This is an optimization exercise on Yosys and OpenROAD, whose aim is small area, a short achievable clock period and few clock cycles, not a production implementation. Only simulation tests tie the RTL to the original design; equivalence was not proved.

==> job 6472 <==
## vec_accel
module vec_accel (
        input  logic       clk,
        input  logic       rst_l,
        input  logic [7:0] in_data,
        input  logic       in_valid,
        output logic       in_ready,
        output logic [7:0] out_data,
        output logic       out_valid
    );
Settings: LEC_CHECK=0, ABC_CLOCK_PERIOD_IN_PS=3500, CAP_MARGIN=20, CORE_MARGIN=2, CORE_UTILIZATION=40, CTS_BUF_LIST=sky130_fd_sc_hd__clkbuf_4 sky130_fd_sc_hd__clkbuf_8, PLACE_DENSITY=0.6, SLEW_MARGIN=20; clock period 10.0 ns.
standard.sh (not shown) runs the stock make flow with config.mk's settings and CLKGATE_MAP_FILE= SYNTH_SCRIPT=/design/flow/synth_recipe.tcl, a recipe that flattens the netlist after the stock synthesis.
==> flow/flow/run.sh <==
#!/bin/bash
set -euo pipefail
MARGIN=6.7
sed "s/CLKGATE_MAP_FILE= /CLKGATE_MAP_FILE= SETUP_SLACK_MARGIN=${MARGIN} /" standard.sh > standard_margin.sh
bash standard_margin.sh > flow.log 2>&1
==> job 2658: changes against job 6472 <==
--- a/flow/design.v
+++ b/flow/design.v
@@ -51,15 +51,15 @@
     localparam int KB    = $clog2(K);
     localparam int LB    = $clog2(LANES);
     localparam int CW    = 8 * LANES;       
     localparam int D     = 3;               
     localparam int WS    = K - D;           
     localparam int Q     = 4;               
     localparam int QB    = $clog2(Q);
-    localparam int NR    = 17;              
+    localparam int NR    = 16;              
     logic [KB-1:0] phase;
     always_ff @(posedge clk, negedge rst_l)
         if (!rst_l) phase <= '0;
         else        phase <= phase + 1'b1;
     logic [NR-1:0][K-1:0][CW-1:0] ring;
     logic [NR-1:0] wr_en;
     logic [CW-1:0] wr_data;
@@ -89,15 +89,15 @@
     logic [3:0] idx;
     logic       vec_last;
     logic [15:0][7:0] imm;
     logic [15:0] imm_we_oh;
     logic [7:0] imm_byte_q;
     logic       imm_owned;
     logic       imm_release;
-    logic [QB:0] cnt_res;       
+    logic [Q-1:0] cnt_res;      
     logic        push_d;        
     logic        p_valid;       
     logic        pop;
     fkind_t hi_kind;
     always_comb begin
         hi_kind = F_NOP;
         if (!inst_lo[7]) begin
@@ -117,15 +117,15 @@
         end
     end
     logic take;
     assign take = in_valid && in_ready;
     fstate_t     fst_n;
     logic [3:0]  idx_n;
     logic        vec_last_n, imm_owned_n;
-    logic [QB:0] cnt_res_n;
+    logic [Q-1:0] cnt_res_n;
     logic        full_n;
     always_comb begin
         push_d      = 1'b0;
         fst_n       = fst;
         idx_n       = idx;
         vec_last_n  = vec_last;
         imm_owned_n = imm_owned && !imm_release;
@@ -168,24 +168,24 @@
                     end
                 end
                 default: fst_n = S_LO;
             endcase
         end
         case ({push_d, pop})
             2'b10: begin
-                cnt_res_n = cnt_res + 1'b1;
-                full_n    = cnt_res == QB'(Q - 1);
+                cnt_res_n = {cnt_res[Q-2:0], 1'b1};
+                full_n    = cnt_res[Q-2];
             end
             2'b01: begin
-                cnt_res_n = cnt_res - 1'b1;
+                cnt_res_n = {1'b0, cnt_res[Q-1:1]};
                 full_n    = 1'b0;
             end
             default: begin
                 cnt_res_n = cnt_res;
-                full_n    = cnt_res == Q[QB:0];
+                full_n    = cnt_res[Q-1];
             end
         endcase
     end
     always_ff @(posedge clk, negedge rst_l) begin
         if (!rst_l) begin
             fst       <= S_LO;
             fk        <= F_NOP;
@@ -295,37 +295,31 @@
     end
     always_ff @(posedge clk)
         if (p_valid && lwe)
             vlen[inst_lo[3:0]] <= lnew;
     localparam int OPW = 33;             
     logic [Q-1:0][OPW-1:0] qmem;
     logic [QB-1:0] q_wp, q_rp;
-    logic [QB:0]   q_cnt;
+    logic [Q-1:0]  q_cnt;          
     logic          q_ne;           
+    assign q_ne = q_cnt[0];
     always_ff @(posedge clk)
         if (p_valid)
             qmem[q_wp] <= pe;
     always_ff @(posedge clk, negedge rst_l) begin
         if (!rst_l) begin
             q_wp  <= '0;
             q_rp  <= '0;
             q_cnt <= '0;
-            q_ne  <= 1'b0;
         end else begin
             if (p_valid) q_wp <= q_wp + 1'b1;
             if (pop)     q_rp <= q_rp + 1'b1;
             case ({p_valid, pop})
-                2'b10: begin
-                    q_cnt <= q_cnt + 1'b1;
-                    q_ne  <= 1'b1;
-                end
-                2'b01: begin
-                    q_cnt <= q_cnt - 1'b1;
-                    q_ne  <= q_cnt != (QB+1)'(1);
-                end
+                2'b10: q_cnt <= {q_cnt[Q-2:0], 1'b1};
+                2'b01: q_cnt <= {1'b0, q_cnt[Q-1:1]};
                 default: ;
             endcase
         end
     end
     op_t qh;
     assign qh = qmem[q_rp];
     op_t           cur;
@@ -336,31 +330,62 @@
     logic [3:0] out_idx;
     logic [3:0] out_dly;
     logic       red_pending;
     logic [7:0] red_byte;
     logic [7:0] acc;
     logic x_valid, x_first, x_last, x_red, x_red_ret;
     logic y_valid, y_first, y_last, y_red, y_red_ret;
-    logic red_busy, hazard, start;
+    logic red_busy, hazard, start, start_ret, can_main, can_ret, ret_wait;
+    logic          rbusy;           
+    logic [KB-1:0] rcnt;
+    logic [3:0]    pb;              
+    logic          cur_uses_b, qh_uses_b;
+    assign cur_uses_b = cur.we && cur.bsel == B_VB;
+    assign qh_uses_b  = qh.we && qh.bsel == B_VB;
     assign red_busy = red_pending || (busy && cur.red && cur.red_ret) ||
                       (x_red && x_red_ret) || (y_red && y_red_ret) ||
                       (z_red && z_red_ret);
     always_comb begin
         hazard = 1'b0;
         if (qh.bsel == B_ACC && !qh.red &&
             ((busy && cur.red && !cur.red_ret) || (x_red && !x_red_ret) ||
              (y_red && !y_red_ret)))
             hazard = 1'b1;
         if (qh.ret && (out_nz || red_busy))
             hazard = 1'b1;
+        if (!qh.ret && qh_uses_b && rbusy && rcnt != KB'(K - 1))
+            hazard = 1'b1;
         if (qh.red && qh.red_ret && red_busy)
             hazard = 1'b1;
     end
-    assign start = q_ne && (!busy || scnt == KB'(K - 1)) && !hazard;
-    assign pop   = start;
+    assign ret_wait  = busy && scnt != KB'(K - 1) &&
+                       (cur_uses_b || (cur.we && cur.a == qh.b));
+    assign can_main  = !busy || scnt == KB'(K - 1);
+    assign can_ret   = (!rbusy || rcnt == KB'(K - 1)) && !ret_wait;
+    assign start     = q_ne && !qh.ret && can_main && !hazard;
+    assign start_ret = q_ne && qh.ret && can_ret && !hazard;
+    assign pop       = start || start_ret;
+    always_ff @(posedge clk, negedge rst_l) begin
+        if (!rst_l) begin
+            rbusy <= 1'b0;
+            rcnt  <= '0;
+        end else begin
+            if (start_ret) begin
+                rbusy <= 1'b1;
+                rcnt  <= '0;
+            end else if (rbusy) begin
+                rcnt <= rcnt + 1'b1;
+                if (rcnt == KB'(K - 1))
+                    rbusy <= 1'b0;
+            end
+        end
+    end
+    always_ff @(posedge clk)
+        if (start_ret || (start && qh_uses_b))
+            pb <= qh.b;
     assign imm_release = busy && scnt == KB'(K - 1) && cur.own_imm;
     always_ff @(posedge clk, negedge rst_l) begin
         if (!rst_l) begin
             busy <= 1'b0;
             scnt <= '0;
         end else begin
             if (start) begin
@@ -375,27 +400,28 @@
     end
     always_ff @(posedge clk)
         if (start)
             cur <= qh;
     logic [CW-1:0] head_a, head_b, imm_c;
     logic [NR-1:0][CW-1:0] heads;
     logic [K-1:0][CW-1:0]  obuf;
-    logic [3:0]            cur_a, cur_b;
+    logic [3:0]            cur_a;
     generate
         for (gr = 0; gr < NR; gr++) begin : g_head
             assign heads[gr] = ring[gr][0];
         end
-        for (gs = 0; gs < K; gs++) begin : g_obuf
-            assign obuf[gs] = ring[16][gs];
-        end
     endgenerate
     assign cur_a  = cur.a;
-    assign cur_b  = cur.b;
     assign head_a = heads[cur_a];
-    assign head_b = heads[cur_b];
+    assign head_b = heads[pb];
+    always_ff @(posedge clk) begin
+        for (int i = 0; i < K - 1; i++)
+            obuf[i] <= obuf[i + 1];
+        obuf[K - 1] <= rbusy ? head_b : obuf[0];
+    end
     logic [4:0] lane0;
     assign lane0 = 5'(phase) * 5'(LANES);
     always_comb
         for (int l = 0; l < LANES; l++)
             imm_c[l*8 +: 8] = imm[4'(lane0 + 5'(l))];
     logic [CW-1:0]    r_b, r_a;
     logic [LANES-1:0] r_in;
@@ -448,15 +474,14 @@
             x_first   <= busy && scnt == '0;
             x_last    <= busy && scnt == KB'(K - 1);
             x_red     <= busy && cur.red;
             x_red_ret <= busy && cur.red && cur.red_ret;
             x_we      <= '0;
             if (busy) begin
                 if (cur.we)  x_we[cur.a] <= 1'b1;
-                if (cur.ret) x_we[16]    <= 1'b1;
             end
             y_valid   <= x_valid;
             y_first   <= x_first;
             y_last    <= x_last;
             y_red     <= x_red;
             y_red_ret <= x_red_ret;
             y_we      <= x_we;
@@ -541,48 +566,52 @@
             acc <= rnext;
         if (z_red && z_red_ret && z_last)
             red_byte <= rnext;
     end
     logic [KB-1:0] out_stage;
     logic [CW-1:0] out_chunk;
     logic          out_emit;
+    logic          out_dz;      
     assign out_chunk = obuf[out_stage];
-    assign out_emit  = out_nz && out_dly == 4'd0;
+    assign out_emit  = out_nz && out_dz;
     always_ff @(posedge clk, negedge rst_l) begin
         if (!rst_l) begin
             out_cnt     <= '0;
             out_nz      <= 1'b0;
             out_stage   <= '0;
             out_idx     <= '0;
             out_dly     <= '0;
+            out_dz      <= 1'b1;
             red_pending <= 1'b0;
             out_valid   <= 1'b0;
             out_data    <= 8'h00;
         end else begin
             out_valid <= 1'b0;
             if (out_dly != 4'd0)
                 out_dly <= out_dly - 1'b1;
+            out_dz <= out_dly <= 4'd1;
             out_stage <= out_stage - 1'b1 +
                          KB'(out_emit && out_idx[LB-1:0] == LB'(LANES - 1));
             if (out_emit) begin
                 out_valid <= 1'b1;
                 out_data  <= out_chunk[out_idx[LB-1:0]*8 +: 8];
                 out_idx   <= out_idx + 1'b1;
                 out_cnt   <= out_cnt - 1'b1;
                 out_nz    <= out_cnt != 5'd1;
             end else if (!out_nz && red_pending) begin
                 out_valid   <= 1'b1;
                 out_data    <= red_byte;
                 red_pending <= 1'b0;
             end
-            if (start && qh.ret) begin
+            if (start_ret) begin
                 out_cnt   <= qh.len;
                 out_nz    <= qh.len != 5'd0;
                 out_idx   <= '0;
                 out_stage <= ~phase;
-                out_dly <= 4'(K + D - 1);
+                out_dly <= 4'(K);
+                out_dz  <= 1'b0;
             end
             if (z_red && z_red_ret && z_last)
                 red_pending <= 1'b1;
         end
     end
 endmodule
CTS_BUF_LIST = unset   (was sky130_fd_sc_hd__clkbuf_4 sky130_fd_sc_hd__clkbuf_8)
==> job 7385: changes against job 6472 <==
--- a/flow/design.v
+++ b/flow/design.v
@@ -85,15 +85,16 @@
     fkind_t     fk;
     logic [7:0] inst_lo, inst_hi;
     logic [4:0] len_r;
     logic [7:0] scal_r;
     logic [3:0] idx;
     logic       vec_last;
     logic [15:0][7:0] imm;
-    logic [15:0] imm_we_oh;
+    logic       imm_we_q;
+    logic [3:0] imm_idx_q;
     logic [7:0] imm_byte_q;
     logic       imm_owned;
     logic       imm_release;
     logic [QB:0] cnt_res;       
     logic        push_d;        
     logic        p_valid;       
     logic        pop;
@@ -118,15 +119,14 @@
     end
     logic take;
     assign take = in_valid && in_ready;
     fstate_t     fst_n;
     logic [3:0]  idx_n;
     logic        vec_last_n, imm_owned_n;
     logic [QB:0] cnt_res_n;
-    logic        full_n;
     always_comb begin
         push_d      = 1'b0;
         fst_n       = fst;
         idx_n       = idx;
         vec_last_n  = vec_last;
         imm_owned_n = imm_owned && !imm_release;
         if (take) begin
@@ -166,63 +166,51 @@
                         push_d = 1'b1;
                         fst_n  = S_LO;
                     end
                 end
                 default: fst_n = S_LO;
             endcase
         end
-        case ({push_d, pop})
-            2'b10: begin
-                cnt_res_n = cnt_res + 1'b1;
-                full_n    = cnt_res == QB'(Q - 1);
-            end
-            2'b01: begin
-                cnt_res_n = cnt_res - 1'b1;
-                full_n    = 1'b0;
-            end
-            default: begin
-                cnt_res_n = cnt_res;
-                full_n    = cnt_res == Q[QB:0];
-            end
-        endcase
+        cnt_res_n = cnt_res + push_d - pop;
     end
     always_ff @(posedge clk, negedge rst_l) begin
         if (!rst_l) begin
             fst       <= S_LO;
             fk        <= F_NOP;
             idx       <= '0;
             vec_last  <= 1'b0;
-            imm_we_oh <= '0;
+            imm_we_q  <= 1'b0;
             imm_owned <= 1'b0;
             p_valid   <= 1'b0;
             cnt_res   <= '0;
             in_ready  <= 1'b1;
         end else begin
-            imm_we_oh <= (take && fst == S_VEC) ? 16'(1) << idx : '0;
+            imm_we_q  <= take && fst == S_VEC;
             p_valid   <= push_d;
             cnt_res   <= cnt_res_n;
             fst       <= fst_n;
             idx       <= idx_n;
             vec_last  <= vec_last_n;
             imm_owned <= imm_owned_n;
             if (take && fst == S_HI)
                 fk <= hi_kind;
-            in_ready  <= !(fst_n != S_LO && !(fst_n == S_VEC && !vec_last_n) && full_n) &&
+            in_ready  <= !(fst_n != S_LO && !(fst_n == S_VEC && !vec_last_n) &&
+                           cnt_res_n == Q[QB:0]) &&
                          !(fst_n == S_VEC && idx_n == 4'd0 && imm_owned_n);
         end
     end
     always_ff @(posedge clk) begin
         if (take && fst == S_LO) inst_lo <= in_data;
         if (take && fst == S_HI) inst_hi <= in_data;
         if (take && fst == S_LEN) len_r <= in_data[4:0];
         if (take && fst == S_SCAL) scal_r <= in_data;
+        imm_idx_q  <= idx;
         imm_byte_q <= in_data;
-        for (int i = 0; i < 16; i++)
-            if (imm_we_oh[i])
-                imm[i] <= imm_byte_q;
+        if (imm_we_q)
+            imm[imm_idx_q] <= imm_byte_q;
     end
     localparam logic [1:0] B_VB = 2'd0, B_IMM = 2'd1, B_SCAL = 2'd2, B_ACC = 2'd3;
     typedef struct packed {
         logic [3:0] a;
         logic [3:0] b;
         logic [2:0] op;         
         logic [1:0] bsel;
@@ -236,20 +224,16 @@
         logic       own_imm;
         logic       ret;        
     } op_t;
     logic [15:0][4:0] vlen;
     logic [4:0] la, lb, lnew;
     op_t        pe;
     logic       lwe;
-    always_ff @(posedge clk) begin
-        if (fst == S_HI) begin
-            la <= vlen[inst_lo[3:0]];
-            lb <= vlen[in_data[3:0]];
-        end
-    end
+    assign la = vlen[inst_lo[3:0]];
+    assign lb = vlen[inst_hi[3:0]];
     always_comb begin
         pe         = '0;
         pe.a       = inst_lo[3:0];
         pe.b       = inst_hi[3:0];
         pe.op      = inst_lo[6:4];
         pe.len     = len_r;
         pe.scal    = scal_r;
@@ -296,70 +280,55 @@
     always_ff @(posedge clk)
         if (p_valid && lwe)
             vlen[inst_lo[3:0]] <= lnew;
     localparam int OPW = 33;             
     logic [Q-1:0][OPW-1:0] qmem;
     logic [QB-1:0] q_wp, q_rp;
     logic [QB:0]   q_cnt;
-    logic          q_ne;           
     always_ff @(posedge clk)
         if (p_valid)
             qmem[q_wp] <= pe;
     always_ff @(posedge clk, negedge rst_l) begin
         if (!rst_l) begin
             q_wp  <= '0;
             q_rp  <= '0;
             q_cnt <= '0;
-            q_ne  <= 1'b0;
         end else begin
             if (p_valid) q_wp <= q_wp + 1'b1;
             if (pop)     q_rp <= q_rp + 1'b1;
-            case ({p_valid, pop})
-                2'b10: begin
-                    q_cnt <= q_cnt + 1'b1;
-                    q_ne  <= 1'b1;
-                end
-                2'b01: begin
-                    q_cnt <= q_cnt - 1'b1;
-                    q_ne  <= q_cnt != (QB+1)'(1);
-                end
-                default: ;
-            endcase
+            q_cnt <= q_cnt + p_valid - pop;
         end
     end
     op_t qh;
     assign qh = qmem[q_rp];
     op_t           cur;
     logic          busy;
     logic [KB-1:0] scnt;
     logic [4:0] out_cnt;
-    logic       out_nz;         
     logic [3:0] out_idx;
     logic [3:0] out_dly;
     logic       red_pending;
     logic [7:0] red_byte;
     logic [7:0] acc;
     logic x_valid, x_first, x_last, x_red, x_red_ret;
     logic y_valid, y_first, y_last, y_red, y_red_ret;
     logic red_busy, hazard, start;
     assign red_busy = red_pending || (busy && cur.red && cur.red_ret) ||
-                      (x_red && x_red_ret) || (y_red && y_red_ret) ||
-                      (z_red && z_red_ret);
+                      (x_red && x_red_ret) || (y_red && y_red_ret);
     always_comb begin
         hazard = 1'b0;
         if (qh.bsel == B_ACC && !qh.red &&
-            ((busy && cur.red && !cur.red_ret) || (x_red && !x_red_ret) ||
-             (y_red && !y_red_ret)))
+            ((busy && cur.red && !cur.red_ret) || (x_red && !x_red_ret)))
             hazard = 1'b1;
-        if (qh.ret && (out_nz || red_busy))
+        if (qh.ret && (out_cnt != 5'd0 || red_busy))
             hazard = 1'b1;
         if (qh.red && qh.red_ret && red_busy)
             hazard = 1'b1;
     end
-    assign start = q_ne && (!busy || scnt == KB'(K - 1)) && !hazard;
+    assign start = q_cnt != '0 && (!busy || scnt == KB'(K - 1)) && !hazard;
     assign pop   = start;
     assign imm_release = busy && scnt == KB'(K - 1) && cur.own_imm;
     always_ff @(posedge clk, negedge rst_l) begin
         if (!rst_l) begin
             busy <= 1'b0;
             scnt <= '0;
         end else begin
@@ -395,38 +364,26 @@
     logic [4:0] lane0;
     assign lane0 = 5'(phase) * 5'(LANES);
     always_comb
         for (int l = 0; l < LANES; l++)
             imm_c[l*8 +: 8] = imm[4'(lane0 + 5'(l))];
     logic [CW-1:0]    r_b, r_a;
     logic [LANES-1:0] r_in;
-    logic [7:0]       r_ident;      
-    always_comb
-        case (cur.op[1:0])
-            2'b00, 2'b01: r_ident = 8'h00;
-            2'b10:        r_ident = 8'h7f;
-            default:      r_ident = 8'h80;
-        endcase
     always_comb begin
         for (int l = 0; l < LANES; l++) begin
             r_in[l] = lane0 + 5'(l) < cur.len;
             case (cur.bsel)
                 B_VB:    r_b[l*8 +: 8] = head_b[l*8 +: 8];
                 B_IMM:   r_b[l*8 +: 8] = imm_c[l*8 +: 8];
                 B_SCAL:  r_b[l*8 +: 8] = cur.scal;
                 default: r_b[l*8 +: 8] = acc;
             endcase
             if (cur.mask && !r_in[l])
                 r_b[l*8 +: 8] = 8'h00;
-            if (cur.zero_a)
-                r_a[l*8 +: 8] = 8'h00;
-            else if (cur.red && !r_in[l])
-                r_a[l*8 +: 8] = r_ident;
-            else
-                r_a[l*8 +: 8] = head_a[l*8 +: 8];
+            r_a[l*8 +: 8] = cur.zero_a ? 8'h00 : head_a[l*8 +: 8];
         end
     end
     logic [CW-1:0]    x_a, x_b;
     logic [2:0]       x_op;
     logic [NR-1:0]    x_we, y_we;
     logic [LANES-1:0] x_rmask;
     always_ff @(posedge clk, negedge rst_l) begin
@@ -493,96 +450,83 @@
     endgenerate
     always_ff @(posedge clk) begin
         y_op  <= x_op;
         y_res <= x_res;
         y_mhi <= x_mhi;
     end
     assign wr_en = y_we;
+    logic [1:0] x_rop, y_rop;
+    assign x_rop = x_op[1:0];
     function automatic logic [7:0] rcomb(input logic [1:0] op, input logic [7:0] p,
                                          input logic [7:0] q);
         logic lt;
         lt = $signed(p) < $signed(q);
         case (op)
             2'b00:   rcomb = p + q;
             2'b01:   rcomb = p | q;
             2'b10:   rcomb = lt ? p : q;
             default: rcomb = lt ? q : p;
         endcase
     endfunction
-    logic [1:0] x_rop, y_rop, z_rop;
-    assign x_rop = x_op[1:0];
-    logic [LANES/2-1:0][7:0] y_pair;
-    logic [7:0] z_part, racc, rnext;
-    logic z_first, z_last, z_red, z_red_ret;
-    always_ff @(posedge clk) begin
-        for (int l = 0; l < LANES / 2; l++)
-            y_pair[l] <= rcomb(x_rop, x_a[16*l +: 8], x_a[16*l+8 +: 8]);
-        y_rop  <= x_rop;
-        z_part <= rcomb(y_rop, y_pair[0], y_pair[1]);
-        z_rop  <= y_rop;
+    logic [7:0] ident;
+    always_comb
+        case (x_rop)
+            2'b00, 2'b01: ident = 8'h00;
+            2'b10:        ident = 8'h7f;
+            default:      ident = 8'h80;
+        endcase
+    logic [LANES-1:0][7:0] rv;
+    logic [7:0] rpart, y_rpart, racc, rnext;
+    always_comb begin
+        for (int l = 0; l < LANES; l++)
+            rv[l] = x_rmask[l] ? x_a[l*8 +: 8] : ident;
+        rpart = rcomb(x_rop, rcomb(x_rop, rv[0], rv[1]), rcomb(x_rop, rv[2], rv[3]));
     end
-    always_ff @(posedge clk, negedge rst_l) begin
-        if (!rst_l) begin
-            z_first   <= 1'b0;
-            z_last    <= 1'b0;
-            z_red     <= 1'b0;
-            z_red_ret <= 1'b0;
-        end else begin
-            z_first   <= y_first;
-            z_last    <= y_last;
-            z_red     <= y_red;
-            z_red_ret <= y_red_ret;
-        end
+    always_ff @(posedge clk) begin
+        y_rop   <= x_rop;
+        y_rpart <= rpart;
     end
-    assign rnext = z_first ? z_part : rcomb(z_rop, racc, z_part);
+    assign rnext = y_first ? y_rpart : rcomb(y_rop, racc, y_rpart);
     always_ff @(posedge clk) begin
-        if (z_red)
+        if (y_red)
             racc <= rnext;
-        if (z_red && z_last && !z_red_ret)
+        if (y_red && y_last && !y_red_ret)
             acc <= rnext;
-        if (z_red && z_red_ret && z_last)
+        if (y_red && y_red_ret && y_last)
             red_byte <= rnext;
     end
     logic [KB-1:0] out_stage;
     logic [CW-1:0] out_chunk;
-    logic          out_emit;
+    assign out_stage = KB'(out_idx >> LB) - phase;
     assign out_chunk = obuf[out_stage];
-    assign out_emit  = out_nz && out_dly == 4'd0;
     always_ff @(posedge clk, negedge rst_l) begin
         if (!rst_l) begin
             out_cnt     <= '0;
-            out_nz      <= 1'b0;
-            out_stage   <= '0;
             out_idx     <= '0;
             out_dly     <= '0;
             red_pending <= 1'b0;
             out_valid   <= 1'b0;
             out_data    <= 8'h00;
         end else begin
             out_valid <= 1'b0;
             if (out_dly != 4'd0)
                 out_dly <= out_dly - 1'b1;
-            out_stage <= out_stage - 1'b1 +
-                         KB'(out_emit && out_idx[LB-1:0] == LB'(LANES - 1));
-            if (out_emit) begin
+            if (out_cnt != 5'd0 && out_dly == 4'd0) begin
                 out_valid <= 1'b1;
                 out_data  <= out_chunk[out_idx[LB-1:0]*8 +: 8];
                 out_idx   <= out_idx + 1'b1;
                 out_cnt   <= out_cnt - 1'b1;
-                out_nz    <= out_cnt != 5'd1;
-            end else if (!out_nz && red_pending) begin
+            end else if (out_cnt == 5'd0 && red_pending) begin
                 out_valid   <= 1'b1;
                 out_data    <= red_byte;
                 red_pending <= 1'b0;
             end
             if (start && qh.ret) begin
-                out_cnt   <= qh.len;
-                out_nz    <= qh.len != 5'd0;
-                out_idx   <= '0;
-                out_stage <= ~phase;
+                out_cnt <= qh.len;
+                out_idx <= '0;
                 out_dly <= 4'(K + D - 1);
             end
-            if (z_red && z_red_ret && z_last)
+            if (y_red && y_red_ret && y_last)
                 red_pending <= 1'b1;
         end
     end
 endmodule
==> flow/run.sh (new file) <==
#!/bin/bash
# synth_recipe.tcl (not shown) runs the flow's synth.tcl, then flattens the netlist and writes it again
# the make line also repeats each setting of config.mk as NAME=value (left out here)
make -C /OpenROAD-flow-scripts/flow DESIGN_CONFIG=/design/flow/config.mk WORK_HOME=/design/flow/orfs CLKGATE_MAP_FILE= SYNTH_SCRIPT=/design/flow/synth_recipe.tcl finish
ABC_CLOCK_PERIOD_IN_PS = 4000   (was 3500)
CTS_BUF_LIST = unset   (was sky130_fd_sc_hd__clkbuf_4 sky130_fd_sc_hd__clkbuf_8)
SETUP_SLACK_MARGIN = 5   (was unset)
removed: flow/flow/run.sh
removed: flow/standard.sh
==> notes <==
The highest area after synthesis belongs to job 2658, the lowest to job 6472.
Register-to-register slack: job 7385 < job 2658 < job 6472.
Wire length: job 2658 < job 6472 < job 7385.
Sequential share of layout area: job 7385 < job 2658 < job 6472.
Job 7385 produced a clean layout. Job 2658 completed with no timing, DRC or antenna violations. Job 6472 completed with no timing, DRC or antenna violations.
Clock skew: job 6472 > job 7385 > job 2658.
Testbench counts of job 6472, summed over its fixed seeds: cycles 26,072.
Testbench counts of job 2658, summed over its fixed seeds: cycles 25,458.
Testbench counts of job 7385, summed over its fixed seeds: cycles 25,990.

port drivers added, routing unchanged:
How much do the figures lean on ideal ports? The routed layouts below were timed once more, with nothing changed but the port constraints.
Step 1, drivers: a clkbuf_16 drives clk and a buf_2 each remaining input, both assumed.
Step 2, shift: input delay + t, output delay - t, t = (earliest + latest rising clock arrival at the registers) / 2. This alone moves slack from input paths to output paths.
Slacks: ideal ports / drivers / drivers and shift; pairs: ideal ports / drivers.
| run | t, ns | setup slack, ns | worst setup path after step 2 |
|---|---|---|---|
| job 6472 | 1.143 | 6.243 / 6.153 / 5.491 | input to register |
| job 2658 | 1.004 | 6.368 / 6.291 / 5.493 | input to register |
| job 7385 | 0.997 | 5.126 / 5.126 / 4.372 | input to register |
After both steps setup and hold are still met in every run listed. The setup slack of job 2658, which loses most, moves by -0.077 ns with the drivers and by -0.875 ns with both steps.
